This is an optimization exercise on Yosys and OpenROAD, whose aim is small area and a short achievable clock period, not a production implementation.
Function was checked by simulation only, so behaviour that the tests miss may differ from the original.
Power figures rest on the tool's default switching activity, not on a simulated workload.

[design/flow/config.mk]
export PLATFORM = sky130hd
export DESIGN_NAME = PPCPU
export DESIGN_NICKNAME = PPCPU
export VERILOG_FILES = /design/flow/design.v
export SDC_FILE = /design/flow/constraint.sdc
export NUM_CORES = 4
export LEC_CHECK = 0
export CAP_MARGIN = 20
export CORE_MARGIN = 2
export CORE_UTILIZATION = 45
export CTS_BUF_LIST = sky130_fd_sc_hd__clkbuf_16
export CTS_CLUSTER_DIAMETER = 100
export CTS_CLUSTER_SIZE = 24
export GPL_TIMING_DRIVEN = 0
export SLEW_MARGIN = 20
export SYNTH_HIERARCHICAL = 1
[design/flow/constraint.sdc]
create_clock -name core_clock -period 13.0 [get_ports {Clk}]
set_input_delay 2.6000 -clock core_clock [delete_from_list [all_inputs] [get_ports {Clk}]]
set_output_delay 2.6000 -clock core_clock [all_outputs]
set_load 0.01 [all_outputs]
[design/flow/design.v]
`timescale 1ns / 1ps
module FA (
  input  X,   
  input  Y,   
  input  C,   
  output F,   
  output G,   
  output P    
);
  assign F = X ^ Y ^ C;
  assign G = X & Y;
  assign P = X + Y;
endmodule
`timescale 1ns / 1ps
module CLA4 (
  input  G3,   
  input  G2,   
  input  G1,   
  input  G0,   
  input  P3,   
  input  P2,   
  input  P1,   
  input  P0,   
  output C3,   
  output C2,   
  output C1,   
  output C0,   
  input  Cin   
);
  assign C0 = G0 + (P0 & Cin);
  assign C1 = G1 + (P1 & G0) + (P1 & P0 & Cin);
  assign C2 = G2 + (P2 & G1) + (P2 & P1 & G0) + (P2 & P1 & P0 & Cin);
  assign C3 = G3 + (P3 & G2) + (P3 & P2 & G1) + (P3 & P2 & P1 & G0) + (P3 & P3 & P1 & P0 & Cin);
endmodule
`timescale 1ns / 1ps
module Adder4 (
  input  [3:0] X,      
  input  [3:0] Y,      
  input        Cin,    
  output       Cout,   
  output [3:0] F,      
  output       Gm,
  output       Pm,
  output       C2
);
  wire [3:0] G, P, C;
  FA L3 (
    .X(X[3]),
    .Y(Y[3]),
    .C(C[2]),
    .F(F[3]),
    .G(G[3]),
    .P(P[3])
  );
  FA L2 (
    .X(X[2]),
    .Y(Y[2]),
    .C(C[1]),
    .F(F[2]),
    .G(G[2]),
    .P(P[2])
  );
  FA L1 (
    .X(X[1]),
    .Y(Y[1]),
    .C(C[0]),
    .F(F[1]),
    .G(G[1]),
    .P(P[1])
  );
  FA L0 (
    .X(X[0]),
    .Y(Y[0]),
    .C(Cin),
    .F(F[0]),
    .G(G[0]),
    .P(P[0])
  );
  CLA4 CLA (
    .G3(G[3]),
    .G2(G[2]),
    .G1(G[1]),
    .G0(G[0]),
    .P3(P[3]),
    .P2(P[2]),
    .P1(P[1]),
    .P0(P[0]),
    .C3(C[3]),
    .C2(C[2]),
    .C1(C[1]),
    .C0(C[0]),
    .Cin(Cin)
  );
  assign Cout = C[3];
  assign C2   = C[2];
  assign Gm   = G[3] + (P[3] & G[2]) + (P[3] & P[2] & G[1]) + (P[3] & P[2] & P[1] & G[0]);
  assign Pm   = P[3] & P[2] & P[1] & P[0];
endmodule
`timescale 1ns / 1ps
module Adder16 (
  input  [15:0] A,
  input  [15:0] B,
  input         Cin,
  output [15:0] F,
  output        Px,
  output        Gx,
  output        C14
);
  wire C15, C11, C7, C3;
  wire Pm3, Pm2, Pm1, Pm0;
  wire Gm3, Gm2, Gm1, Gm0;
  Adder4 U3 (
    .X(A[15:12]),
    .Y(B[15:12]),
    .Cin(C11),
    .Cout(),
    .F(F[15:12]),
    .Gm(Gm3),
    .Pm(Pm3),
    .C2(C14)
  );
  Adder4 U2 (
    .X(A[11:8]),
    .Y(B[11:8]),
    .Cin(C7),
    .Cout(),
    .F(F[11:8]),
    .Gm(Gm2),
    .Pm(Pm2),
    .C2()
  );
  Adder4 U1 (
    .X(A[7:4]),
    .Y(B[7:4]),
    .Cin(C3),
    .Cout(),
    .F(F[7:4]),
    .Gm(Gm1),
    .Pm(Pm1),
    .C2()
  );
  Adder4 U0 (
    .X(A[3:0]),
    .Y(B[3:0]),
    .Cin(Cin),
    .Cout(),
    .F(F[3:0]),
    .Gm(Gm0),
    .Pm(Pm0),
    .C2()
  );
  assign C3  = Gm0 + (Pm0 & Cin);
  assign C7  = Gm1 + (Pm1 & Gm0) + (Pm1 & Pm0 & Cin);
  assign C11 = Gm2 + (Pm2 & Gm1) + (Pm2 & Pm1 & Gm0) + (Pm2 & Pm1 & Pm0 & Cin);
  assign Px  = Pm3 & Pm2 & Pm1 & Pm0;
  assign Gx  = Gm3 + (Pm3 & Gm2) + (Pm3 & Pm2 & Gm1) + (Pm3 & Pm2 & Pm1 & Gm0);
endmodule
`timescale 1ns / 1ps
module Adder32 (
  input  [31:0] A,      
  input  [31:0] B,      
  output [31:0] F,      
  input         Cin,    
  output        Cout,   
  output        OF,     
  output        SF,     
  output        ZF,     
  output        CF      
);
  wire Gx1, Gx0, Px1, Px0;
  wire C15, C31, C30;
  Adder16 LW (
    .A(A[15:0]),
    .B(B[15:0]),
    .Cin(Cin),
    .F(F[15:0]),
    .Px(Px0),
    .Gx(Gx0),
    .C14()
  );
  Adder16 HW (
    .A(A[31:16]),
    .B(B[31:16]),
    .Cin(C15),
    .F(F[31:16]),
    .Px(Px1),
    .Gx(Gx1),
    .C14(C30)
  );
  assign C15  = Gx0 + (Px0 & Cin);
  assign C31  = Gx1 + (Px1 & Gx0) + (Px1 & Px0 & Cin);
  assign Cout = C31;
  assign OF   = C31 ^ C30;
  assign SF   = F[31];
  assign ZF   = ~|F;
  assign CF   = Cout ^ Cin;
endmodule
`timescale 1ns / 1ps
module BEXT (
  input         datain,     
  output [31:0] dataout     
);
  assign dataout = {32{datain}};
endmodule
`timescale 1ns / 1ps
module MUX1X2 (
    input X1, X0,
    input S,
    output wire Y
);
    assign Y = S ? X1 : X0;
endmodule
`timescale 1ns / 1ps
module MUX32X2 (
    input [31: 0] X1, X0,
    input S,
    output wire [31: 0] Y
);
    assign Y = S ? X1 : X0;
endmodule
`timescale 1ns / 1ps
module MUX32X4 (
    input [31: 0] X3, X2, X1, X0,
    input [1: 0] S,
    output wire [31: 0] Y
);
    assign Y = S == 2'b11 ? X3 :
               S == 2'b10 ? X2 :
               S == 2'b01 ? X1 :
                            X0;
endmodule
`timescale 1ns / 1ps
module MUX3X2 (
    input [2:0] X1, X0,
    input S,
    output wire [2:0] Y
);
    assign Y = S ? X1 : X0;
endmodule
`timescale 1ns / 1ps
module ALUCTR (
  input  [2:0] ALUctr,  
  output       SUBctr,  
  output [1:0] OPctr,   
  output       OVctr,   
  output       SIGctr   
);
  assign SUBctr  = ALUctr[2];
  assign OVctr   = !ALUctr[1] & ALUctr[0];
  assign SIGctr  = ALUctr[0];
  assign OPctr[1] = ALUctr[2] & ALUctr[1];
  assign OPctr[0] = !ALUctr[2] & ALUctr[1] & !ALUctr[0];
endmodule
`timescale 1ns / 1ps
module ALU (
    input [31: 0] A, B,
    input [2: 0] ALUctr,
    output wire [31: 0] Result,
    output wire Overflow, Z
);
    wire SUBctr, OVctr, SIGctr;
    wire [1: 0] OPctr;
    ALUCTR aluctr (
        .ALUctr(ALUctr),
        .SUBctr(SUBctr),
        .OVctr(OVctr),
        .SIGctr(SIGctr),
        .OPctr(OPctr)
    );
    wire [31: 0] ext_SUBctr;
    BEXT bext1 (
        .datain(SUBctr),
        .dataout(ext_SUBctr)
    );
    wire [31: 0] realB;
    assign realB = B ^ ext_SUBctr;
    wire [31: 0] F;
    wire OF, SF, CF;
    wire __ignore_for_adder__;
    Adder32 adder (
        .A(A),
        .B(realB),
        .F(F),
        .Cin(SUBctr),
        .Cout(__ignore_for_adder__),
        .ZF(Z),
        .OF(OF),
        .SF(SF),
        .CF(CF)
    );
    assign Overflow = OVctr & OF;
    wire [31: 0] orresult;
    assign orresult = A | B;
    wire SFxorOF;
    assign SFxorOF = SF ^ OF;
    wire x1;
    MUX1X2 mux1 (
        .X1(SFxorOF),
        .X0(CF),
        .S(SIGctr),
        .Y(x1)
    );
    wire [31: 0] _32h0, _32h1;
    assign _32h0 = 32'h0;
    assign _32h1 = 32'h1;
    wire [31: 0] out2;
    MUX32X2 mux2 (
        .X1(_32h1),
        .X0(_32h0),
        .S(x1),
        .Y(out2)
    );
    wire [31: 0] __ignore_for_mux3__;
    MUX32X4 mux3 (
        .X3(__ignore_for_mux3__),
        .X2(out2),
        .X1(orresult),
        .X0(F),
        .S(OPctr),
        .Y(Result)
    );
endmodule
`timescale 1ns / 1ps
module PC (
  input         Clk,    
  input         Clrn,   
  input  [31:0] PCin,   
  output [31:0] PCout   
);
  reg [31:0] PC;
  always @(negedge Clk) begin
    if (!Clrn) PC <= 32'h00000000;
    else PC <= PCin;
  end
  assign PCout = PC;
endmodule
`timescale 1ns / 1ps
module Ext (
  input  [15:0] imm16,   
  input         ExtOp,   
  output [31:0] Extout   
);
  assign Extout = ExtOp ? {{16{imm16[15]}}, imm16} : {16'h0000, imm16};
endmodule
`timescale 1ns / 1ps
module ControlUnit_main (
  input  [5:0] OP,      
  output       RegWr,   
  output       ALUSrc,  
  output       RegDst,  
  output       MemtoReg,  
  output       MemWr,   
  output       Branch,  
  output       Jump,    
  output       ExtOp,   
  output [2:0] ALUop,   
  output       R_type   
);
  wire ori   = !OP[5] & !OP[4] & OP[3] & OP[2] & !OP[1] & OP[0];    
  wire addiu = !OP[5] & !OP[4] & OP[3] & !OP[2] & !OP[1] & OP[0];   
  wire lw    = OP[5] & !OP[4] & !OP[3] & !OP[2] & OP[1] & OP[0];    
  wire sw    = OP[5] & !OP[4] & OP[3] & !OP[2] & OP[1] & OP[0];     
  wire beq   = !OP[5] & !OP[4] & !OP[3] & OP[2] & !OP[1] & !OP[0];  
  wire jump  = !OP[5] & !OP[4] & !OP[3] & !OP[2] & OP[1] & !OP[0];  
  assign RegWr    = R_type | ori | addiu | lw;
  assign ALUSrc   = ori | addiu | lw | sw;
  assign RegDst   = R_type;
  assign MemtoReg = lw;
  assign MemWr    = sw;
  assign Branch   = beq;
  assign Jump     = jump;
  assign ExtOp    = addiu | lw | sw;
  assign ALUop[0] = R_type;
  assign ALUop[1] = ori;
  assign ALUop[2] = beq;
  assign R_type   = !OP[5] & !OP[4] & !OP[3] & !OP[2] & !OP[1] & !OP[0];
endmodule
`timescale 1ns / 1ps
module ControlUnit_ALU (
  input  [5:0] func,    
  output [2:0] ALUctr   
);
  assign ALUctr[2] = !func[2] & func[1];
  assign ALUctr[1] = func[3] & !func[2] & func[1];
  assign ALUctr[0] = !func[3] & !func[2] & !func[0] | !func[2] & func[1] & !func[0];
endmodule
`timescale 1ns / 1ps
module ControlUnit (
  input  [5:0] OP,     
  input  [5:0] func,   
  output       RegWr,  
  output       ALUSrc,  
  output       RegDst,  
  output       MemtoReg,  
  output       MemWr,  
  output       Branch,  
  output       Jump,   
  output       ExtOp,  
  output [2:0] ALUctr  
);
  wire [2:0] ALUop;    
  wire [2:0] ALUop_R;  
  wire R_type;         
  ControlUnit_main U1 (  
    .OP(OP),
    .RegWr(RegWr),
    .ALUSrc(ALUSrc),
    .RegDst(RegDst),
    .MemtoReg(MemtoReg),
    .MemWr(MemWr),
    .Branch(Branch),
    .Jump(Jump),
    .ExtOp(ExtOp),
    .ALUop(ALUop),
    .R_type(R_type)
  );
  ControlUnit_ALU U2 (  
    .func(func),
    .ALUctr(ALUop_R)
  );
  MUX3X2 U3 (  
    .X1(ALUop_R),
    .X0(ALUop),
    .S(R_type),
    .Y(ALUctr)
  );
endmodule
`timescale 1ns / 1ps
module RegFiles (
  input        CLK,     
  input  [31:0] busW,   
  input        WE,      
  input  [4:0]  Rw,     
  input  [4:0]  Ra,     
  input  [4:0]  Rb,     
  output [31:0] busA,   
  output [31:0] busB    
);
  reg [31:0] RegFiles[31:0];  
  always @(negedge CLK) begin
    if (WE && Rw != 5'b00000) RegFiles[Rw] <= busW;  
  end
  assign busA = (Ra == 5'b00000) ? 32'h00000000 : RegFiles[Ra];
  assign busB = (Rb == 5'b00000) ? 32'h00000000 : RegFiles[Rb];
endmodule
`timescale 1ns / 1ps
module DetUnit (
    input  [4:0] E_Rs,      
    input  [4:0] E_Rt,      
    input        E_ALUSrc,  
    input  [4:0] M_Rw,      
    input  [4:0] W_Rw,      
    input        M_RegWr,   
    input        W_RegWr,   
    output [1:0] ALUSrcA,   
    output [1:0] ALUSrcB    
);
    wire C1A = M_RegWr && (M_Rw == E_Rs);
    wire C1B = M_RegWr && (M_Rw == E_Rt);
    wire C2A = W_RegWr && (W_Rw == E_Rs);
    wire C2B = W_RegWr && (W_Rw == E_Rt);
    assign ALUSrcA = C1A ? 2'b01 : C2A ? 2'b10 : 2'b00;
    assign ALUSrcB = E_ALUSrc ? 2'b11 : C1B ? 2'b01 : C2B ? 2'b10 : 2'b00;
endmodule
`timescale 1ns / 1ps
module DetUnit_load (
    input       E_MemtoReg,  
    input [4:0] Rs,          
    input [4:0] Rt,          
    input [4:0] E_Rt,        
    output      load_use     
);
    assign load_use = E_MemtoReg && ((E_Rt == Rs) || (E_Rt == Rt));
endmodule
`timescale 1ns / 1ps
module DetUnit_MEM (
    input  [4:0] M_Rt,      
    input  [4:0] W_Rw,      
    input        W_RegWr,   
    input        M_MemWr,   
    output       forward_busB  
);
    assign forward_busB = M_MemWr && W_RegWr && (W_Rw == M_Rt) && (W_Rw != 5'd0);
endmodule
`timescale 1ns / 1ps
module STAGE_IF (
    input              Clk,                     
    input              Clrn,                    
    input              stall,                   
    input              MEM_PCSrc,               
    input      [31:0]  MEM_Btarg_or_Jtarg,      
    input      [31:0]  IF_imem_data,            
    output reg [31:0]  IFout_PC,                
    output reg [31:0]  IFout_PC4,               
    output reg [31:0]  IFout_Inst               
);
    wire [31:0] pcin;
    wire [31:0] next_pc;
    MUX32X2 mux_pcin (
        .X1(MEM_Btarg_or_Jtarg),
        .X0(IFout_PC4),
        .S(MEM_PCSrc),
        .Y(next_pc)
    );
    assign pcin = stall ? IFout_PC : next_pc;
    wire [31:0] pc_wire;
    PC pc (
        .Clk(Clk),
        .Clrn(Clrn),
        .PCin(pcin),
        .PCout(pc_wire)
    );
    wire [31:0] inst_data;
    assign inst_data = IF_imem_data;
    always @(posedge Clk or negedge Clrn) begin
        if (!Clrn) begin
            IFout_PC  <= 32'd0;
            IFout_PC4 <= 32'd4;
            IFout_Inst<= 32'd0;
        end else if (!stall) begin
            IFout_PC  <= pc_wire;
            IFout_PC4 <= pc_wire + 32'd4;
            IFout_Inst<= inst_data;
        end
    end
endmodule
`timescale 1ns / 1ps
module REG_IF_ID (
    input Clk,                         
    input Clrn,                        
    input stall,                       
    input MEM_PCSrc,                   
    input [31:0] IF_PC4,               
    input [31:0] IF_PC,                
    input [31:0] IF_Inst,              
    output reg [31:0] ID_PC4,          
    output reg [31:0] ID_PC,           
    output reg [31:0] ID_Inst          
);
    always @(negedge Clk) begin
        if (!Clrn || MEM_PCSrc) begin
            ID_PC4  <= 32'h0;
            ID_PC   <= 32'h0;
            ID_Inst <= 32'h0;
        end
        else if (!stall) begin
            ID_PC4  <= IF_PC4;
            ID_PC   <= IF_PC;
            ID_Inst <= IF_Inst;
        end
    end
endmodule
`timescale 1ns / 1ps
module STAGE_ID (
    input              Clk,                     
    input      [31:0]  IDin_PC4,                
    input      [31:0]  IDin_PC,                 
    input      [31:0]  IDin_Inst,               
    input              WR_RegWE,                
    input      [4:0]   WR_Rw,                   
    input      [31:0]  WR_RegDin,               
    output     [31:0]  IDout_PC4,               
    output     [31:0]  IDout_Jtarg,             
    output     [31:0]  IDout_busA,              
    output     [31:0]  IDout_busB,              
    output     [4:0]   IDout_Rs,                
    output     [4:0]   IDout_Rt,                
    output     [4:0]   IDout_Rd,                
    output     [5:0]   IDout_func,              
    output     [15:0]  IDout_immd,              
    output             IDout_RegWr,             
    output             IDout_ALUSrc,            
    output             IDout_RegDst,            
    output             IDout_MemtoReg,          
    output             IDout_MemWr,             
    output             IDout_Branch,            
    output             IDout_Jump,              
    output             IDout_ExtOp,             
    output             IDout_R_type,            
    output     [2:0]   IDout_ALUop              
);
    wire [4:0]  ID_Rt     = IDin_Inst[20:16];
    wire [4:0]  ID_Rd     = IDin_Inst[15:11];
    wire [15:0] ID_imm16  = IDin_Inst[15:0];
    wire [5:0]  ID_func   = IDin_Inst[5:0];
    wire [5:0]  id_op     = IDin_Inst[31:26];
    wire [4:0]  id_rs     = IDin_Inst[25:21];
    ControlUnit cu (
        .OP(id_op),
        .func(ID_func),
        .RegWr(IDout_RegWr),
        .ALUSrc(IDout_ALUSrc),
        .RegDst(IDout_RegDst),
        .MemtoReg(IDout_MemtoReg),
        .MemWr(IDout_MemWr),
        .Branch(IDout_Branch),
        .Jump(IDout_Jump),
        .ExtOp(IDout_ExtOp),
        .ALUctr(IDout_ALUop)
    );
    assign IDout_R_type = id_op == 6'b000000;
    RegFiles regfiles (
        .CLK(Clk),
        .busW(WR_RegDin),
        .WE(WR_RegWE),
        .Rw(WR_Rw),
        .Ra(id_rs),
        .Rb(ID_Rt),
        .busA(IDout_busA),
        .busB(IDout_busB)
    );
    assign IDout_PC4   = IDin_PC4;
    assign IDout_Rs    = id_rs;
    assign IDout_Rt    = ID_Rt;
    assign IDout_Rd    = ID_Rd;
    assign IDout_func  = ID_func;
    assign IDout_immd  = ID_imm16;
    assign IDout_Jtarg = { IDin_PC4[31:28], IDin_Inst[25:0], 2'b00 };
endmodule
`timescale 1ns / 1ps
module REG_ID_EX (
    input Clk,                                     
    input Clrn,                                    
    input bubble,                                  
    input MEM_PCSrc,                               
    input [31:0] ID_PC4,                          
    input [31:0] ID_Jtarg,                        
    input [31:0] ID_busA,                         
    input [31:0] ID_busB,                         
    input [4:0] ID_Rs,                            
    input [4:0] ID_Rt,                            
    input [4:0] ID_Rd,                            
    input [5:0] ID_func,                          
    input [15:0] ID_immd,                         
    input ID_RegWr,                               
    input ID_ALUSrc,                              
    input ID_RegDst,                              
    input ID_MemtoReg,                            
    input ID_MemWr,                               
    input ID_Branch,                              
    input ID_Jump,                                
    input ID_ExtOp,                               
    input [2:0] ID_ALUop,                         
    input ID_R_type,                              
    output reg [31:0] EX_PC4,                     
    output reg [31:0] EX_Jtarg,                   
    output reg [31:0] EX_busA,                    
    output reg [31:0] EX_busB,                    
    output reg [4:0] EX_Rs,                       
    output reg [4:0] EX_Rt,                       
    output reg [4:0] EX_Rd,                       
    output reg [5:0] EX_func,                     
    output reg [15:0] EX_immd,                    
    output reg EX_RegWr,                          
    output reg EX_ALUSrc,                         
    output reg EX_RegDst,                         
    output reg EX_MemtoReg,                       
    output reg EX_MemWr,                          
    output reg EX_Branch,                         
    output reg EX_Jump,                           
    output reg EX_ExtOp,                          
    output reg [2:0] EX_ALUop,                    
    output reg EX_R_type                          
);
    always @(negedge Clk) begin
        if (!Clrn || MEM_PCSrc) begin
            EX_PC4     <= 32'h0;
            EX_Jtarg   <= 32'h0;
            EX_busA    <= 32'h0;
            EX_busB    <= 32'h0;
            EX_Rs      <= 5'h0;
            EX_Rt      <= 5'h0;
            EX_Rd      <= 5'h0;
            EX_func    <= 6'h0;
            EX_immd    <= 16'h0;
            EX_ALUop   <= 3'h0;
            EX_RegWr   <= 1'b0;
            EX_ALUSrc  <= 1'b0;
            EX_RegDst  <= 1'b0;
            EX_MemtoReg <= 1'b0;
            EX_MemWr   <= 1'b0;
            EX_Branch  <= 1'b0;
            EX_Jump    <= 1'b0;
            EX_ExtOp   <= 1'b0;
            EX_R_type  <= 1'b0;
        end
        else if (bubble) begin
            EX_PC4     <= ID_PC4;
            EX_Jtarg   <= ID_Jtarg;
            EX_busA    <= ID_busA;
            EX_busB    <= ID_busB;
            EX_Rs      <= ID_Rs;
            EX_Rt      <= ID_Rt;
            EX_Rd      <= ID_Rd;
            EX_func    <= ID_func;
            EX_immd    <= ID_immd;
            EX_ALUop   <= ID_ALUop;
            EX_RegWr   <= 1'b0;   
            EX_ALUSrc  <= ID_ALUSrc;
            EX_RegDst  <= ID_RegDst;
            EX_MemtoReg <= 1'b0;
            EX_MemWr   <= 1'b0;
            EX_Branch  <= 1'b0;
            EX_Jump    <= 1'b0;
            EX_ExtOp   <= ID_ExtOp;
            EX_R_type  <= ID_R_type;
        end
        else begin
            EX_PC4     <= ID_PC4;
            EX_Jtarg   <= ID_Jtarg;
            EX_busA    <= ID_busA;
            EX_busB    <= ID_busB;
            EX_Rs      <= ID_Rs;
            EX_Rt      <= ID_Rt;
            EX_Rd      <= ID_Rd;
            EX_func    <= ID_func;
            EX_immd    <= ID_immd;
            EX_ALUop   <= ID_ALUop;
            EX_RegWr   <= ID_RegWr;
            EX_ALUSrc  <= ID_ALUSrc;
            EX_RegDst  <= ID_RegDst;
            EX_MemtoReg <= ID_MemtoReg;
            EX_MemWr   <= ID_MemWr;
            EX_Branch  <= ID_Branch;
            EX_Jump    <= ID_Jump;
            EX_ExtOp   <= ID_ExtOp;
            EX_R_type  <= ID_R_type;
        end
    end
endmodule
`timescale 1ns / 1ps
module STAGE_EX (
    input              Clk,                     
    input      [31:0]  EXin_PC4,                
    input      [31:0]  EXin_Jtarg,              
    input      [31:0]  EXin_busA,               
    input      [31:0]  EXin_busB,               
    input      [4:0]   EXin_Rs,                 
    input      [4:0]   EXin_Rt,                 
    input      [4:0]   EXin_Rd,                 
    input      [5:0]   EXin_func,                
    input      [15:0]  EXin_immd,                
    input              EXin_RegWr,               
    input              EXin_ALUSrc,             
    input              EXin_RegDst,             
    input              EXin_MemtoReg,           
    input              EXin_MemWr,              
    input              EXin_Branch,             
    input              EXin_Jump,               
    input              EXin_ExtOp,              
    input              EXin_R_type,             
    input      [2:0]   EXin_ALUop,               
    input      [31:0]  MEM_ALUout,              
    input      [4:0]   MEM_Rw,                  
    input              MEM_RegWr,               
    input      [31:0]  WR_RegDin,               
    input      [4:0]   WR_Rw,                   
    input              WR_RegWr,                
    output     [31:0]  EXout_Btarg,              
    output     [31:0]  EXout_Jtarg,              
    output     [31:0]  EXout_busB,               
    output     [31:0]  EXout_ALUout,            
    output     [4:0]   EXout_Rw,                 
    output             EXout_Zero,               
    output             EXout_Overflow,           
    output             EXout_RegWr,              
    output             EXout_MemtoReg,           
    output             EXout_MemWr,              
    output             EXout_Branch,             
    output             EXout_Jump                
);
    wire [31:0] EX_ext_immd;
    Ext ext_inst (
        .imm16(EXin_immd),
        .ExtOp(EXin_ExtOp),
        .Extout(EX_ext_immd)
    );
    wire [1:0] ALUSrcA_ctrl, ALUSrcB_ctrl;
    DetUnit forward_unit (
        .E_Rs(EXin_Rs),
        .E_Rt(EXin_Rt),
        .E_ALUSrc(EXin_ALUSrc),
        .M_Rw(MEM_Rw),
        .W_Rw(WR_Rw),
        .M_RegWr(MEM_RegWr),
        .W_RegWr(WR_RegWr),
        .ALUSrcA(ALUSrcA_ctrl),
        .ALUSrcB(ALUSrcB_ctrl)
    );
    wire [31:0] ALU_A;
    assign ALU_A = (ALUSrcA_ctrl == 2'b01) ? MEM_ALUout :
                   (ALUSrcA_ctrl == 2'b10) ? WR_RegDin :
                   EXin_busA;
    wire [31:0] forwarded_busB;
    assign forwarded_busB = (ALUSrcB_ctrl == 2'b01) ? MEM_ALUout :
                            (ALUSrcB_ctrl == 2'b10) ? WR_RegDin :
                            EXin_busB;
    wire [31:0] ALU_B;
    assign ALU_B = EXin_ALUSrc ? EX_ext_immd : forwarded_busB;
    wire [31:0] ALU_result;
    wire ALU_overflow, ALU_zero;
    ALU alu_inst (
        .A(ALU_A),
        .B(ALU_B),
        .ALUctr(EXin_ALUop),
        .Result(ALU_result),
        .Overflow(ALU_overflow),
        .Z(ALU_zero)
    );
    wire [31:0] EX_shifted_immd = EX_ext_immd << 2;
    assign EXout_Btarg = EXin_PC4 + EX_shifted_immd;
    assign EXout_Jtarg    = EXin_Jtarg;
    assign EXout_busB     = forwarded_busB;   
    assign EXout_ALUout   = ALU_result;
    assign EXout_Rw       = EXin_RegDst ? EXin_Rd : EXin_Rt;
    assign EXout_Zero     = ALU_zero;
    assign EXout_Overflow = ALU_overflow;
    assign EXout_RegWr    = EXin_RegWr;
    assign EXout_MemtoReg = EXin_MemtoReg;
    assign EXout_MemWr    = EXin_MemWr;
    assign EXout_Branch   = EXin_Branch;
    assign EXout_Jump     = EXin_Jump;
endmodule
`timescale 1ns / 1ps
module REG_EX_MEM (
    input Clk,                           
    input Clrn,                          
    input MEM_PCSrc,                     
    input [31:0] EX_Btarg,               
    input [31:0] EX_Jtarg,               
    input [31:0] EX_busB,                
    input [31:0] EX_ALUout,              
    input [4:0] EX_Rw,                   
    input [4:0] EX_Rt,                   
    input EX_Zero,                       
    input EX_Overflow,                   
    input EX_RegWr,                      
    input EX_MemtoReg,                   
    input EX_MemWr,                      
    input EX_Branch,                     
    input EX_Jump,                       
    output reg [31:0] MEM_Btarg,         
    output reg [31:0] MEM_Jtarg,         
    output reg [31:0] MEM_busB,          
    output reg [31:0] MEM_ALUout,        
    output reg [4:0] MEM_Rw,             
    output reg [4:0] MEM_Rt,             
    output reg MEM_Zero,                 
    output reg MEM_Overflow,             
    output reg MEM_RegWr,                
    output reg MEM_MemtoReg,             
    output reg MEM_MemWr,                
    output reg MEM_Branch,               
    output reg MEM_Jump                  
);
    always @(negedge Clk) begin
        if (!Clrn || MEM_PCSrc) begin
            MEM_Btarg   <= 32'h0;
            MEM_Jtarg   <= 32'h0;
            MEM_busB    <= 32'h0;
            MEM_ALUout  <= 32'h0;
            MEM_Rw      <= 5'h0;
            MEM_Rt      <= 5'h0;
            MEM_Zero    <= 1'b0;
            MEM_Overflow <= 1'b0;
            MEM_RegWr   <= 1'b0;
            MEM_MemtoReg <= 1'b0;
            MEM_MemWr   <= 1'b0;
            MEM_Branch  <= 1'b0;
            MEM_Jump    <= 1'b0;
        end
        else begin
            MEM_Btarg   <= EX_Btarg;
            MEM_Jtarg   <= EX_Jtarg;
            MEM_busB    <= EX_busB;
            MEM_ALUout  <= EX_ALUout;
            MEM_Rw      <= EX_Rw;
            MEM_Rt      <= EX_Rt;
            MEM_Zero    <= EX_Zero;
            MEM_Overflow <= EX_Overflow;
            MEM_RegWr   <= EX_RegWr;
            MEM_MemtoReg <= EX_MemtoReg;
            MEM_MemWr   <= EX_MemWr;
            MEM_Branch  <= EX_Branch;
            MEM_Jump    <= EX_Jump;
        end
    end
endmodule
`timescale 1ns / 1ps
module STAGE_MEM (
    input              Clk,                     
    input      [31:0]  MEMin_Btarg,             
    input      [31:0]  MEMin_Jtarg,             
    input      [31:0]  MEMin_busB,              
    input      [31:0]  MEMin_ALUout,            
    input      [4:0]   MEMin_Rw,                
    input      [4:0]   MEMin_Rt,                
    input              MEMin_Zero,               
    input              MEMin_Overflow,          
    input              MEMin_RegWr,             
    input              MEMin_MemtoReg,          
    input              MEMin_MemWr,             
    input              MEMin_Branch,            
    input              MEMin_Jump,               
    input      [31:0]  WR_RegDin,               
    input      [4:0]   WR_Rw,                   
    input              WR_RegWr,                
    output     [31:0]  MEMout_Dout,             
    output     [31:0]  MEMout_ALUout,           
    output     [31:0]  MEMout_Btarg_or_Jtarg,   
    output     [4:0]   MEMout_Rw,               
    output             MEMout_Overflow,         
    output             MEMout_MemtoReg,         
    output             MEMout_RegWr,            
    output             MEMout_PCSrc,            
    output             MEM_dmem_we,             
    output             MEM_dmem_re,             
    output     [31:0]  MEM_dmem_addr,           
    output     [31:0]  MEM_dmem_wdata,          
    input      [31:0]  MEM_dmem_rdata           
);
    wire mem_forward_busB;
    DetUnit_MEM det_mem (
        .M_Rt(MEMin_Rt),
        .W_Rw(WR_Rw),
        .W_RegWr(WR_RegWr),
        .M_MemWr(MEMin_MemWr),
        .forward_busB(mem_forward_busB)
    );
    wire [31:0] DataIn_forward;
    assign DataIn_forward = mem_forward_busB ? WR_RegDin : MEMin_busB;
    wire [31:0] mem_dout;
    assign MEM_dmem_we    = MEMin_MemWr;
    assign MEM_dmem_re    = MEMin_MemtoReg;
    assign MEM_dmem_addr  = MEMin_ALUout;
    assign MEM_dmem_wdata = DataIn_forward;
    assign mem_dout       = MEM_dmem_rdata;
    assign MEMout_Dout       = mem_dout;
    assign MEMout_ALUout     = MEMin_ALUout;
    assign MEMout_Btarg_or_Jtarg = MEMin_Jump ? MEMin_Jtarg : MEMin_Btarg;
    assign MEMout_Rw         = MEMin_Rw;
    assign MEMout_Overflow   = MEMin_Overflow;
    assign MEMout_MemtoReg   = MEMin_MemtoReg;
    assign MEMout_RegWr      = MEMin_RegWr;
    assign MEMout_PCSrc      = MEMin_Jump | (MEMin_Branch & MEMin_Zero);
endmodule
`timescale 1ns / 1ps
module REG_MEM_WR (
    input Clk,                           
    input Clrn,                          
    input [31:0] MEM_Dout,               
    input [31:0] MEM_ALUout,             
    input [4:0] MEM_Rw,                  
    input MEM_Overflow,                  
    input MEM_MemtoReg,                  
    input MEM_RegWr,                     
    output reg [31:0] WR_Dout,           
    output reg [31:0] WR_ALUout,         
    output reg [4:0] WR_Rw,              
    output reg WR_Overflow,              
    output reg WR_MemtoReg,              
    output reg WR_RegWr                  
);
    always @(negedge Clk) begin
        if (!Clrn) begin
            WR_Dout     <= 32'h0;
            WR_ALUout   <= 32'h0;
            WR_Rw       <= 5'h0;
            WR_Overflow <= 1'b0;
            WR_MemtoReg <= 1'b0;
            WR_RegWr    <= 1'b0;
        end
        else begin
            WR_Dout     <= MEM_Dout;
            WR_ALUout   <= MEM_ALUout;
            WR_Rw       <= MEM_Rw;
            WR_Overflow <= MEM_Overflow;
            WR_MemtoReg <= MEM_MemtoReg;
            WR_RegWr    <= MEM_RegWr;
        end
    end
endmodule
`timescale 1ns / 1ps
module STAGE_WR (
    input      [31:0]  WRin_Dout,               
    input      [31:0]  WRin_ALUout,             
    input      [4:0]   WRin_Rw,                 
    input              WRin_Overflow,           
    input              WRin_MemtoReg,           
    input              WRin_RegWr,             
    output     [31:0]  WRout_RegDin,            
    output     [4:0]   WRout_Rw,                
    output             WRout_RegWE              
);
    assign WRout_RegDin = WRin_MemtoReg ? WRin_Dout : WRin_ALUout;
    assign WRout_Rw = WRin_Rw;
    assign WRout_RegWE = WRin_RegWr & (~WRin_Overflow);
endmodule
`timescale 1ns / 1ps
module PPCPU (
    input Clk,
    input Clrn,
    output [31:0] imem_addr,
    input  [31:0] imem_data,
    output        dmem_we,
    output        dmem_re,
    output [31:0] dmem_addr,
    output [31:0] dmem_wdata,
    input  [31:0] dmem_rdata,
    output        wb_we,
    output [ 4:0] wb_rw,
    output [31:0] wb_data
);
  reg  [31:2] if_pc;
  reg  [31:0] if_inst;
  reg  [31:0] id_inst;
  reg  [3:0]  id_rsh, id_rth;
  reg  [7:0]  id_rsl, id_rtl;
  reg         stall_r;   
  reg         stall_rr;  
  reg  [31:0] ex_a, ex_b;
  reg  [15:0] ex_imm;
  reg         ex_immhi;
  reg  [31:2] ex_tgt;
  reg  [ 4:0] ex_rw;
  reg ex_regwr, ex_lw, ex_sw, ex_br, ex_j;
  reg ex_alusrc, ex_fma;
  reg ex_alusrc_h, ex_fma_h, ex_sum_h, ex_or_h, ex_tsel_h;
  reg ex_bm, ex_bmi, ex_bsr, ex_bm_h, ex_bmi_h, ex_br_h;
  reg ex_sub, ex_or, ex_slt, ex_sig, ex_ovc, ex_sum, ex_tsel;
  reg  [31:0] mem_alu, mem_sd;
  reg  [ 4:0] mem_rw;
  reg mem_regwr, mem_lw, mem_sw, mem_pcsrc, mem_ov;
  reg  [31:0] wr_data;
  reg  [ 4:0] wr_rw;
  reg         wr_we;
  wire [31:0] rf [1:31];
  wire flush = !Clrn | mem_pcsrc;
  wire [31:0] wrdata_n = mem_lw ? dmem_rdata : mem_alu;
  wire        mem_we_eff = mem_regwr & ~mem_ov;
  wire [5:0] op = id_inst[31:26];
  wire [5:0] fn = id_inst[5:0];
  wire [4:0] id_rs = id_inst[25:21];
  wire [4:0] id_rt = id_inst[20:16];
  wire [4:0] id_rd = id_inst[15:11];
  wire d_r     = op == 6'b000000;
  wire d_ori   = op == 6'b001101;
  wire d_addiu = op == 6'b001001;
  wire d_lw    = op == 6'b100011;
  wire d_sw    = op == 6'b101011;
  wire d_beq   = op == 6'b000100;
  wire d_j     = op == 6'b000010;
  wire d_regwr  = d_r | d_ori | d_addiu | d_lw;
  wire d_alusrc = d_ori | d_addiu | d_lw | d_sw;
  wire d_extop  = d_addiu | d_lw | d_sw;
  wire [2:0] aluctr_r = {!fn[2] & fn[1],
                         fn[3] & !fn[2] & fn[1],
                         !fn[3] & !fn[2] & !fn[0] | !fn[2] & fn[1] & !fn[0]};
  wire [2:0] aluctr = d_r ? aluctr_r : {d_beq, d_ori, 1'b0};
  wire [31:1] sel_a, sel_b;
  wire [31:0] rf_a, rf_b;
  genvar gr, gb;
  generate
    for (gr = 1; gr < 32; gr = gr + 1) begin : g_dec
      assign sel_a[gr] = id_rsh[gr / 8] & id_rsl[gr % 8];
      assign sel_b[gr] = id_rth[gr / 8] & id_rtl[gr % 8];
    end
    for (gb = 0; gb < 32; gb = gb + 1) begin : g_rd
      wire [31:1] col;
      for (gr = 1; gr < 32; gr = gr + 1) begin : g_col
        assign col[gr] = rf[gr][gb];
      end
      pp_rdmux u_a (.s(sel_a), .d(col), .y(rf_a[gb]));
      pp_rdmux u_b (.s(sel_b), .d(col), .y(rf_b[gb]));
    end
  endgenerate
  wire fm_a = ex_regwr & (ex_rw == id_rs);
  wire fm_b = ex_regwr & (ex_rw == id_rt);
  wire fw_a = mem_we_eff & (mem_rw == id_rs);
  wire fw_b = mem_we_eff & (mem_rw == id_rt);
  wire        held = stall_r | stall_rr;
  wire [32:2] id_btgt_x = {if_pc, held} + {14'd0, id_inst[15:0], held};
  wire [31:2] id_btgt = id_btgt_x[32:3];
  wire [31:28] id_pc4_hi = if_pc[31:28] + {3'd0, held & (&if_pc[27:2])};
  wire [31:2] id_tgt  = d_j ? {id_pc4_hi, id_inst[25:0]} : id_btgt;
  wire stall_n = !mem_pcsrc & !stall_r & d_lw &
                 ((id_rt == if_inst[25:21]) | (id_rt == if_inst[20:16]));
  wire [31:0] alu_a;
  wire [31:0] alu_bx;
  assign alu_a[15:0]  = ex_fma ? mem_alu[15:0] : ex_a[15:0];
  assign alu_a[31:16] = ex_fma_h ? mem_alu[31:16] : ex_a[31:16];
  wire [31:0] bs_imm = {{16{ex_alusrc_h}}, {16{ex_alusrc}}};
  wire [31:0] bs_m   = {{16{ex_bm_h}}, {16{ex_bm}}};
  wire [31:0] bs_mi  = {{16{ex_bmi_h}}, {16{ex_bmi}}};
  wire [31:0] bs_r   = {{16{ex_br_h}}, {16{ex_bsr}}};
  assign alu_bx = (bs_imm & {{16{ex_immhi}}, ex_imm}) | (bs_m & mem_alu) |
                  (bs_mi & ~mem_alu) | (bs_r & ex_b);
  wire [31:0] pr, gn, gn_n;
  genvar ga;
  generate
    for (ga = 0; ga < 32; ga = ga + 1) begin : g_pg
      pp_xor2 u_p (.a(alu_a[ga]), .b(alu_bx[ga]), .y(pr[ga]));
      pp_nand2 u_g (.a(alu_a[ga]), .b(alu_bx[ga]), .y(gn_n[ga]));
      assign gn[ga] = ~gn_n[ga];
    end
  endgenerate
  wire [31:0] cg [0:5];
  wire [31:0] cp [0:5];
  assign cg[0] = {gn[31:1], gn[0] | (pr[0] & ex_sub)};
  assign cp[0] = pr;
  genvar gl, gi;
  generate
    for (gl = 0; gl < 5; gl = gl + 1) begin : g_lvl
      for (gi = 0; gi < 32; gi = gi + 1) begin : g_bit
        if (gi >= (1 << gl)) begin : g_op
          assign cg[gl+1][gi] = cg[gl][gi] | (cp[gl][gi] & cg[gl][gi - (1 << gl)]);
          assign cp[gl+1][gi] = cp[gl][gi] & cp[gl][gi - (1 << gl)];
        end else begin : g_pass
          assign cg[gl+1][gi] = cg[gl][gi];
          assign cp[gl+1][gi] = cp[gl][gi];
        end
      end
    end
  endgenerate
  wire [31:0] carry = {cg[5][30:0], ex_sub};
  wire [31:0] sum = pr ^ carry;
  wire        of = !pr[31] & (sum[31] ^ alu_a[31]);
  wire        lt = !pr[31] ? (ex_sig ? alu_a[31] : ~alu_bx[31]) : sum[31];
  wire [31:0] sel_sum = {{16{ex_sum_h}}, {16{ex_sum}}};
  wire [31:0] sel_or  = {{16{ex_or_h}}, {16{ex_or}}};
  wire [31:0] sel_tgt = {{16{ex_tsel_h}}, {16{ex_tsel}}};
  wire [31:0] result = (sel_sum & sum) | (sel_or & (pr | gn)) |
                       {31'd0, ex_slt & lt} | (sel_tgt & {ex_tgt, 2'b00});
  wire        eq = &pr;   
  always @(posedge Clk or negedge Clrn) begin
    if (!Clrn) begin
      if_pc   <= 30'd0;
      if_inst <= 32'd0;
    end else begin
      if (!(stall_n | stall_r)) if_pc <= mem_pcsrc ? mem_alu[31:2] : if_pc + 30'd1;
      if (!stall_n) if_inst <= imem_data;
    end
  end
  always @(posedge Clk) begin
    stall_r <= Clrn & stall_n;
    id_inst <= flush ? 32'd0 : if_inst;
    id_rsh  <= flush ? 4'd1 : (4'd1 << if_inst[25:24]);
    id_rsl  <= flush ? 8'd1 : (8'd1 << if_inst[23:21]);
    id_rth  <= flush ? 4'd1 : (4'd1 << if_inst[20:19]);
    id_rtl  <= flush ? 8'd1 : (8'd1 << if_inst[18:16]);
    stall_rr <= stall_r;
    if (flush | stall_r) begin
      ex_regwr <= 1'b0;
      ex_lw    <= 1'b0;
      ex_sw    <= 1'b0;
      ex_br    <= 1'b0;
      ex_j     <= 1'b0;
    end else begin
      ex_regwr <= d_regwr;
      ex_lw    <= d_lw;
      ex_sw    <= d_sw;
      ex_br    <= d_beq;
      ex_j     <= d_j;
    end
    ex_a      <= fw_a ? wrdata_n : rf_a;
    ex_b      <= ((fw_b & !d_alusrc) ? wrdata_n : rf_b) ^ {32{aluctr[2]}};
    ex_fma    <= fm_a;
    ex_alusrc <= d_alusrc;
    ex_fma_h    <= fm_a & !stall_r;
    ex_alusrc_h <= d_alusrc & !stall_r;
    ex_bm       <= fm_b & !d_alusrc & !aluctr[2];
    ex_bmi      <= fm_b & !d_alusrc & aluctr[2];
    ex_bsr      <= !fm_b & !d_alusrc;
    ex_bm_h     <= fm_b & !d_alusrc & !aluctr[2] & !stall_r;
    ex_bmi_h    <= fm_b & !d_alusrc & aluctr[2] & !stall_r;
    ex_br_h     <= !fm_b & !d_alusrc & !stall_r;
    ex_or_h     <= !aluctr[2] & aluctr[1] & !aluctr[0] & !stall_r;
    ex_tsel_h   <= (d_beq | d_j) & !stall_r;
    ex_sum_h    <= !(aluctr[1] | d_beq | d_j) & !stall_r;
    ex_imm    <= id_inst[15:0];
    ex_immhi  <= d_extop & id_inst[15];
    ex_tgt    <= id_tgt;
    ex_rw     <= d_r ? id_rd : id_rt;
    ex_sub    <= aluctr[2];
    ex_ovc    <= !aluctr[1] & aluctr[0];
    ex_sig    <= aluctr[0];
    ex_slt    <= aluctr[2] & aluctr[1];
    ex_or     <= !aluctr[2] & aluctr[1] & !aluctr[0];
    ex_tsel   <= d_beq | d_j;
    ex_sum    <= !(aluctr[1] | d_beq | d_j);
    if (flush) begin
      mem_regwr <= 1'b0;
      mem_lw    <= 1'b0;
      mem_sw    <= 1'b0;
      mem_pcsrc <= 1'b0;
    end else begin
      mem_regwr <= ex_regwr;
      mem_lw    <= ex_lw;
      mem_sw    <= ex_sw;
      mem_pcsrc <= ex_j | (ex_br & eq);
    end
    mem_alu <= result;
    mem_ov  <= ex_ovc & of;
    mem_rw  <= ex_rw;
    mem_sd  <= (mem_we_eff & (mem_rw == ex_rw) & (mem_rw != 5'd0)) ? wrdata_n : ex_b;
    wr_we   <= Clrn & mem_we_eff;
    wr_rw   <= mem_rw;
    wr_data <= wrdata_n;
  end
  genvar gw, gwb;
  generate
    for (gw = 1; gw < 32; gw = gw + 1) begin : g_rf
      reg  [31:0] row;
      wire [31:0] row_n;
      wire        we   = wr_we & (wr_rw == gw);
      wire        we_n = ~we;
      for (gwb = 0; gwb < 32; gwb = gwb + 1) begin : g_bit
        pp_a22o u (.a1(we), .b1(wr_data[gwb]), .a2(we_n), .b2(row[gwb]), .y(row_n[gwb]));
      end
      always @(posedge Clk) row <= row_n;
      assign rf[gw] = row;
    end
  endgenerate
  assign imem_addr  = {if_pc, 2'b00};
  assign dmem_we    = mem_sw;
  assign dmem_re    = mem_lw;
  assign dmem_addr  = mem_alu;
  assign dmem_wdata = mem_sd;
  assign wb_we      = wr_we;
  assign wb_rw      = wr_rw;
  assign wb_data    = wr_data;
endmodule
module pp_rdmux (
    input  [31:1] s,
    input  [31:1] d,
    output        y
);
  wire [10:0] t;
  wire [ 2:0] p;
  genvar g;
  generate
    for (g = 0; g < 10; g = g + 1) begin : g_aoi
      pp_aoi222 u (.a1(s[3*g+1]), .b1(d[3*g+1]), .a2(s[3*g+2]), .b2(d[3*g+2]),
                   .a3(s[3*g+3]), .b3(d[3*g+3]), .y(t[g]));
    end
  endgenerate
  pp_nand2 u_t10 (.a(s[31]), .b(d[31]), .y(t[10]));
  pp_nand4 u_p0 (.a(t[0]), .b(t[1]), .c(t[2]), .d(t[3]), .y(p[0]));
  pp_nand4 u_p1 (.a(t[4]), .b(t[5]), .c(t[6]), .d(t[7]), .y(p[1]));
  pp_nand3 u_p2 (.a(t[8]), .b(t[9]), .c(t[10]), .y(p[2]));
  pp_or3   u_y  (.a(p[0]), .b(p[1]), .c(p[2]), .y(y));
endmodule
module pp_aoi222 (input a1, b1, a2, b2, a3, b3, output y);
  assign y = ~((a1 & b1) | (a2 & b2) | (a3 & b3));
endmodule
module pp_nand2 (input a, b, output y);
  assign y = ~(a & b);
endmodule
module pp_nand3 (input a, b, c, output y);
  assign y = ~(a & b & c);
endmodule
module pp_nand4 (input a, b, c, d, output y);
  assign y = ~(a & b & c & d);
endmodule
module pp_or3 (input a, b, c, output y);
  assign y = a | b | c;
endmodule
module pp_xor2 (input a, b, output y);
  assign y = a ^ b;
endmodule
module pp_a22o (input a1, b1, a2, b2, output y);
  assign y = (a1 & b1) | (a2 & b2);
endmodule
[design/flow/flow/run.sh]
#!/bin/bash
# Layout flow: the standard ORFS flow (standard.sh, synthesis unchanged)
# with a setup-slack margin so that timing repair aims below the clock
# period, and plain buf_2 cells as the port buffers. The clock period and
# all constraints are the standard flow's own.
export SETUP_SLACK_MARGIN=9
export BUFFER_PORTS_ARGS="-buffer_cell sky130_fd_sc_hd__buf_2"
bash standard.sh > standard.log 2>&1
[design/flow/standard.sh]
#!/bin/bash
# synth_recipe.tcl (not shown) runs the flow's synth.tcl, then flattens the netlist and writes it again
# the make line also repeats each setting of config.mk as NAME=value (left out here)
make -C /OpenROAD-flow-scripts/flow DESIGN_CONFIG=/design/flow/config.mk WORK_HOME=/design/flow/orfs CLKGATE_MAP_FILE= SYNTH_SCRIPT=/design/flow/synth_recipe.tcl "${@:-finish}"
==> results of run 1 <==
worst max-delay path, stage by stage (launching register included):
cell and delay [ps]:
dfxtp_4 380, buf_16 150, buf_2 140
registers in the layout, indices dropped and copies added (netlist names), 4 cells and up:
| name | count |
|---|---|
| g_rf.row | 992 |
| ex_a | 32 |
| ex_b | 32 |
| id_inst | 32 |
| if_inst | 32 |
| mem_alu | 32 |
| mem_sd | 32 |
| wr_data | 32 |
| ex_tgt | 30 |
| if_pc | 30 |
| ex_imm | 16 |
| id_rsl | 8 |
| id_rtl | 8 |
| ex_rw | 5 |
| mem_rw | 5 |
| wr_rw | 5 |
| id_rsh | 4 |
| id_rth | 4 |
cell families (layout without fill, tap and decap cells):
group	Yosys count	after routing	share of synthesized area
multiplexers	136	136	0.0267
buffers and inverters	230	723	0.0163
XOR/XNOR	146	146	0.0236
AND/OR/NAND/NOR	989	989	0.0910
flip-flops	1365	1365	0.509
AO/OA/AOI/OAI	2064	2064	0.328
other	1	21	0.0000691
adder cells (fa/ha/maj)	22	22	0.00521
stage by stage:
step,instance area [um2],util,worst slack (ps)
2_1_floorplan,54300,-,9560
3_3_place_gp,57300,0.478,7640
3_5_place_dp,61000,0.509,8290
4_1_cts,63500,0.530,8970
5_1_grt,63600,0.531,9000
6_report,63700,0.532,9020
power by group:
part           leakage (nW)  switching (mW)  internal [mW]
Sequential             11.3           0.197           4.34
Clock                 0.953            1.43          0.992
Combinational          12.5           0.556          0.334
per-module statistics from Yosys (local to each module, per instance), a selection:
module / cells inside / area (um2)
pp_nand3: 1 / 5.00
pp_aoi222: 1 / 10.0
pp_xor2: 1 / 8.76
pp_nand2: 1 / 3.75
PPCPU: 2937 / 37000
pp_nand4: 1 / 6.26
pp_a22o: 1 / 8.76
pp_or3: 1 / 6.26
repair_timing:
action	4_1_cts	5_1_grt
gates cloned	4	0
setup endpoints to repair	84	22
pin swaps	0	0
gates resized for setup	86	33
setup buffers	44	3
metal layers:
metal  GRT usage  share of wire
met1       0.506           0.38
met4       0.217          0.067
met2       0.547           0.40
met3       0.155           0.15
met5     0.00392         0.0011
final cells by class:
type                       count  area [um2]  area share
antenna                       19        47.5    0.000747
clock buffer                  69        1730      0.0271
clock inverter                19         148     0.00232
multi-input combinational   3359       26000       0.408
tap                         1612        2020      0.0317
inverter                     124         465     0.00731
sequential                  1365       27800       0.437
buffer                       106         428     0.00672
timing repair buffer         405        5050      0.0794
cells in the mapped netlist, types with 69 or more instances:
cell type     n  share of area
mux2_2       69          0.014
nor2_1      124         0.0086
a22o_1      994           0.16
a222oi_1    651           0.12
a21oi_1     133          0.012
xnor2_1      74          0.012
o21ai_0     123          0.011
nand2_1     303          0.021
nand4_1     142          0.016
and2_1      104          0.012
inv_1       122         0.0084
dfxtp_1    1303           0.48
nand3_1     122          0.011
clkbuf_1     88         0.0061
xor2_1       72          0.012
worst min path at each step:
stage | end | slack (ps) | cells past startpoint
2_1_floorplan | ex_imm[4]$_DFF_P_ | 350 | 0
3_3_place_gp | ex_imm[1]$_DFF_P_ | 400 | 0
3_5_place_dp | ex_imm[1]$_DFF_P_ | 400 | 0
4_1_cts | ex_imm[1]$_DFF_P_ | 420 | 0
5_1_grt | ex_imm[1]$_DFF_P_ | 430 | 0
6_report | ex_imm[1]$_DFF_P_ | 420 | 0
==> results_dict.tcl, run 1 <==
set metrics [dict create \
    final_hold_violating_endpoints 0 \
    min_period_over_period 0.306 \
    clk-insertion-delay-late_ps 710 \
    avgRoutedWirePerCell_um 35.4 \
    worst_r2r_path_depth 13 \
    yosysUniqueCellTypes 76 \
    layout_common_cells "dfxtp_1 (1,233), a22o_1 (994), a222oi_1 (651), nand2_1 (272), buf_2 (202)" \
    final_layout_size_suffix_gt1_frac 0.148 \
    yosys_register_bits 1365 \
    synthToLayoutAreaGrowth_pct 17.3 \
    critPathRequiredTime_ps 10400 \
    global_router_s_overall_resource_usage 0.390 \
    die_width_um 351 \
    asyncSetResetFlopFracSynth 0.0454 \
    vias_in_the_first_global_route 48200 \
    sort_of_element_at_the_start_of_the_critical_path "flip-flop" \
    die_y_um 351 \
    clock_sinks 1365 \
    grt_setup_unrepaired "false" \
    yosys_most_used_dff "dfxtp_1" \
    row_count 127 \
    totalWireLength_um 250000 \
    avgSynthCellArea_um2 11.0 \
    drc 0 \
    maxSlewHeadroom 0.254 \
    count_of_flip_flops_with_a_built_in_enable_after_synthesis 0 \
    yosys_warnings 7 \
    layout_commonest_cell "dfxtp_1" \
    r2r-start "ex_fma$_DFF_P_" \
    core_area_um2 120000 \
    hold_ws_ps 424 \
    clkSlewWorstSetupHoldPaths_ps 100 \
    worst_setup_path_start "wr_data[23]$_DFF_P_" \
    syn_inst 4953 \
    arrival_ps 1380 \
    max_slew.worst_pin.slew_ps 1090 \
    design.die.area_um2 123000 \
    skew_ps 49.1 \
    numPortBuffers 199 \
    finalSetupViolCount 0 \
    filler_cell_count 10600 \
    numCtsBuffers 67 \
    routed-via-count 52200 \
    tritoncts "yes" \
    ios 202 \
    layout_min_cycle_time_ps 3980 \
    clock_tree.htree_level_count 3 \
    report.final.slew_viol_count 0 \
    finalSetupTns_ps 0 \
    drt_pass_1_iters 13 \
    setup.worst_path.end "wb_data[23]" \
    place.detailed.hpwl_um 168000 \
    overflow 0 \
    fmax_mhz 251 \
    grt_pass1_wl_um 351000 \
    pin_count_of_the_biggest_net_entering_global_routing 47 \
    path_type_of_the_worst_min_delay_path "flip-flop to flip-flop" \
    worstSetupPathType "flip-flop to primary output" \
    regToRegEndpoint "mem_ov$_DFF_P_" \
    critPathCaptureType "primary output" \
    max-clock-path-buffers 3 \
    power_density_nw_per_um2 123 \
    gpl.final_weighted_congestion 1.01 \
    post_synth_instance_area_um2 54300 \
    design.final.nets 5516 \
    synth-seq-area-share 0.509 \
    ir_drop_mv 0.118 \
    initial_core_utilization 0.453 \
    ctsRootBufferMaster "clkbuf_16" \
    post_drt_via_cell_ratio 7.37 \
    antenna_violating_nets_post_route 0 \
    path_max_fanout 2 \
    outcome "timing/DRC/antenna clean" \
    cts-hold-fix-buffers 0 \
    placed_cells_incl_taps 6920 \
    drt_iter0_drc 10900 \
    antenna_violations_before_repair 45 \
    count_of_placed_standard_cells_in_the_final_layout_fillers_left_out 7078 \
    hold_path_startpoint "id_inst[1]$_SDFF_PP0_" \
    r2r_slack_ps 9270 \
    leakage_nw 24.7 \
    max-cap-violations 0 \
    finalPower_mw 7.85 \
]
==> inputs of run 2 (changes only) <==
--- a/design/flow/design.v
+++ b/design/flow/design.v
@@ -1015,6 +1015,4 @@
   reg  [31:0] if_inst;
   reg  [31:0] id_inst;
-  reg  [3:0]  id_rsh, id_rth;
-  reg  [7:0]  id_rsl, id_rtl;
   reg         stall_r;   
   reg         stall_rr;  
@@ -1063,6 +1061,6 @@
   generate
     for (gr = 1; gr < 32; gr = gr + 1) begin : g_dec
-      assign sel_a[gr] = id_rsh[gr / 8] & id_rsl[gr % 8];
-      assign sel_b[gr] = id_rth[gr / 8] & id_rtl[gr % 8];
+      assign sel_a[gr] = id_rs == gr;
+      assign sel_b[gr] = id_rt == gr;
     end
     for (gb = 0; gb < 32; gb = gb + 1) begin : g_rd
@@ -1145,8 +1143,4 @@
     stall_r <= Clrn & stall_n;
     id_inst <= flush ? 32'd0 : if_inst;
-    id_rsh  <= flush ? 4'd1 : (4'd1 << if_inst[25:24]);
-    id_rsl  <= flush ? 8'd1 : (8'd1 << if_inst[23:21]);
-    id_rth  <= flush ? 4'd1 : (4'd1 << if_inst[20:19]);
-    id_rtl  <= flush ? 8'd1 : (8'd1 << if_inst[18:16]);
     stall_rr <= stall_r;
     if (flush | stall_r) begin
--- a/design/flow/config.mk
+++ b/design/flow/config.mk
@@ -6,5 +6,5 @@
 export NUM_CORES = 4
 export LEC_CHECK = 0
-export CAP_MARGIN = 20
+export CAP_MARGIN = 5
 export CORE_MARGIN = 2
 export CORE_UTILIZATION = 45
@@ -12,5 +12,4 @@
 export CTS_CLUSTER_DIAMETER = 100
 export CTS_CLUSTER_SIZE = 24
-export GPL_TIMING_DRIVEN = 0
-export SLEW_MARGIN = 20
+export SLEW_MARGIN = 5
 export SYNTH_HIERARCHICAL = 1
==> results_dict.tcl, run 2 <==
set metrics [dict create \
    power_density_nw_per_um2 127 \
    core_area_um2 118000 \
    drc 0 \
    row_count 126 \
    finalSetupViolCount 0 \
    synthTopCellsByCount "dfxtp_1 (1,279), a22o_1 (995), a222oi_1 (652)" \
    max_slew.worst_pin.slew_ps 1440 \
    synthToLayoutAreaGrowth_pct 15.1 \
    layout_min_cycle_time_ps 4060 \
    drt_iter0_drc 11400 \
    ys_top_cells_by_area "dfxtp_1 (48%), a22o_1 (16%), a222oi_1 (12%)" \
    fmax_mhz 246 \
    skew_ps 36.4 \
    outcome "timing/DRC/antenna clean" \
    post_synth_instance_area_um2 53800 \
    timing.final.ws_setup_ps 8940 \
    synth-seq-area-share 0.505 \
    vias_in_the_first_global_route 48000 \
    synthDominantAreaCellType "dfxtp_1" \
    finalPower_mw 7.87 \
    leakage_nw 24.3 \
    final_layout_size_suffix_gt1_frac 0.145 \
    relative_contribution_of_combinational_cells_to_total_power 0.132 \
    numCtsBuffers 66 \
    placed_cells_incl_taps 6817 \
    worstSetupPathType "flip-flop to flip-flop" \
    antenna_violating_nets_post_route 0 \
    worst_hold_path.num_cells 0 \
    yosys_register_bits 1341 \
    die_y_um 350 \
    design.die.area_um2 122000 \
    count_of_flip_flops_with_a_built_in_enable_after_synthesis 0 \
    pwr-share-seq 0.567 \
    gpl.final_weighted_congestion 0.986 \
    yosysUniqueCellTypes 85 \
    regToRegEndpoint "ex_b[11]$_DFF_P_" \
    routedLengthMet1_um 95600 \
    place.detailed.hpwl_um 149000 \
    hold_ws_ps 431 \
    post_drt_via_cell_ratio 7.44 \
    grt_pass1_wl_um 361000 \
    die_width_um 350 \
    place_worst_setup_slack_ps 8810 \
    max-clock-path-buffers 3 \
    report.final.slew_viol_count 0 \
    finalCoreUtilization 0.523 \
    count_of_placed_standard_cells_in_the_final_layout_fillers_left_out 6993 \
    design.final.nets 5455 \
    ctsRootBufferMaster "clkbuf_16" \
    initial_core_utilization 0.455 \
    synth.most_common_cell "dfxtp_1" \
    drt_pass_1_iters 13 \
    layout_commonest_cell "dfxtp_1" \
    hold_path_startpoint "mem_rw[2]$_DFF_P_" \
    r2r_slack_ps 8940 \
    arrival_ps 4610 \
    critPathRequiredTime_ps 13550 \
    internal_power_mw 5.64 \
    antenna_violations_before_repair 16 \
    maxSlewHeadroom 0.0364 \
    clkSlewWorstSetupHoldPaths_ps 100 \
    avgRoutedWirePerCell_um 37.2 \
    top_layer_used "met5" \
    min_to "wr_rw[2]$_DFF_P_" \
    routed-via-count 52000 \
    path_max_fanout 32 \
    asyncSetResetFlopFracSynth 0.0462 \
    totalWireLength_um 260000 \
    max-cap-violations 0 \
    clock_tree.htree_level_count 3 \
    placed_cell_area_um2 58100 \
    sort_of_element_at_the_start_of_the_critical_path "flip-flop" \
    path_type_of_the_worst_min_delay_path "flip-flop to flip-flop" \
    worst_r2r_path_depth 9 \
    yosys_most_used_dff "dfxtp_1" \
    detailroute.wirelength.met3_um 33800 \
    ios 202 \
    met2_length_um 108000 \
    tritoncts "yes" \
    yosys_warnings 7 \
    final_hold_violating_endpoints 0 \
    total_switching_power_mw 2.24 \
    numPortBuffers 199 \
    clk-insertion-delay-late_ps 710 \
    layout_common_cells "dfxtp_1 (1,206), a22o_1 (995), a222oi_1 (652), nand2_1 (313), buf_4 (199)" \
    pin_count_of_the_biggest_net_entering_global_routing 65 \
    syn_inst 4957 \
    finalSetupTns_ps 0 \
    switching_share 0.284 \
    global_router_s_overall_resource_usage 0.407 \
    synth_largest_type_area_fraction 0.476 \
    ir_drop_mv 0.0946 \
    max_flop_register "g_rf.row" \
    p_clk_frac 0.301 \
    min_period_over_period 0.312 \
    avgSynthCellArea_um2 10.9 \
    r2r-start "id_inst[20]$_SDFF_PP0_" \
    critPathCaptureType "flip-flop" \
    largest_register_ff_count 992 \
    final_design_area_no_fill_um2 61900 \
    grt_setup_unrepaired "false" \
    cts-hold-fix-buffers 0 \
    overflow 0 \
    clock_sinks 1341 \
]
run 2: cell count changes in the layout (fill, tap and decap cells not counted), moves of 27 or more:
cell and change:
and2_2 -62, buf_12 -63, buf_16 -60, buf_4 +148
bufbuf_16 +27, clkbuf_1 -79, dfxtp_1 -27, inv_2 -30
nand2_1 +41, nand2_2 -30, nor2_1 +28, nor2_4 +38
run 2: layout make-up:
type / count / area, um2
Fill cell: 10600 / 56400
Sequential cell: 1341 / 27400
Multi-Input combinational cell: 3386 / 26200
Timing Repair Buffer: 457 / 4140
Tap cell: 1600 / 2000
Clock buffer: 69 / 1730
Inverter: 115 / 432
Clock inverter: 12 / 73.8
Antenna cell: 13 / 32.5
run 2: Yosys stat by module (local to each module, per instance), excerpt:
module | copies in the design | cells
pp_aoi222 | 640 | 1
pp_a22o | 992 | 1
pp_nand3 | 64 | 1
PPCPU | 1 | 2941
pp_nand4 | 128 | 1
pp_nand2 | 96 | 1
pp_xor2 | 32 | 1
pp_or3 | 64 | 1
run 2: worst max-delay path: stages (launching register included):
cell	delay, ps
dfxtp_1	900
nand3b_1	460
nor2_4	60
buf_4	350
a222oi_1	460
nand4_1	570
or3_1	670
nor2_1	160
a21oi_1	70
xor2_1	170
run 2: power groups by stage:
stage	sequential (mW)	clock, mW	combinational [mW]
after floorplan	4.54	0	0.348
after global placement	4.52	0	0.770
after detailed placement	4.52	0	0.774
after CTS	4.45	2.37	0.989
after global routing	4.47	2.50	1.08
final	4.46	2.37	1.04
run 2: cells by family after synthesis:
kind of cell / share of synthesized area
mux: 0.0273
compound gates: 0.330
simple gates: 0.0920
flops: 0.505
other cells: 0.0000697
xor+xnor: 0.0243
buf+inv: 0.0164
fa+ha+maj: 0.00525
run 2: per-layer routing:
metal,up-vias,track usage
met1,25200,0.518
met3,974,0.109
met5,-,0
li1,21600,-
met4,8,0.290
met2,4280,0.595
run 2: worst max path at each step:
stage,from,end,cells after the start
floorplan,wr_data[0]$_DFF_P_,wb_data[0],0
global placement,ex_fma$_DFF_P_,mem_alu[28]$_DFF_P_,13
detailed placement,ex_fma$_DFF_P_,mem_alu[20]$_DFF_P_,13
CTS,wr_data[8]$_DFF_P_,wb_data[8],2
global route,if_pc[11]$_DFFE_PN0N_,imem_addr[11],1
finish,id_inst[20]$_SDFF_PP0_,ex_b[11]$_DFF_P_,9
run 2: what timing repair did:
action / in CTS / in global routing
endpoints found under the setup margin: 77 / 49
setup buffers: 43 / 7
gates cloned: 31 / 1
resized for setup: 204 / 25

port drivers added, routing unchanged:
In the flow no input, the clock included, has a driving cell. The finished layouts below were timed again as built, in two steps. Step 1 (the two cells are an assumption about what drives the block):
set clk [get_ports {Clk}]
set_driving_cell -lib_cell sky130_fd_sc_hd__clkbuf_16 $clk
set_driving_cell -lib_cell sky130_fd_sc_hd__buf_2 [delete_from_list [all_inputs] $clk]
Step 2 moves the port delays by t, midway between the first and last clock arrival at a register: inputs arrive t later, outputs are due t later. That takes back most of the time a late clock gives input paths. Three values: no drivers, after step 1, after step 2; two values: the first two.
run	t (ns)	slack for setup (ns)	slew at the worst register clock pin (ns)
run 1	0.761	9.022 / 8.943 / 8.464	0.11 / 0.11
run 2	0.764	8.938 / 8.938 / 8.931	0.11 / 0.11
After both steps every run listed still meets setup and hold. The setup slack of run 1, which loses most, moves by -0.079 ns with the drivers and by -0.558 ns with both steps.
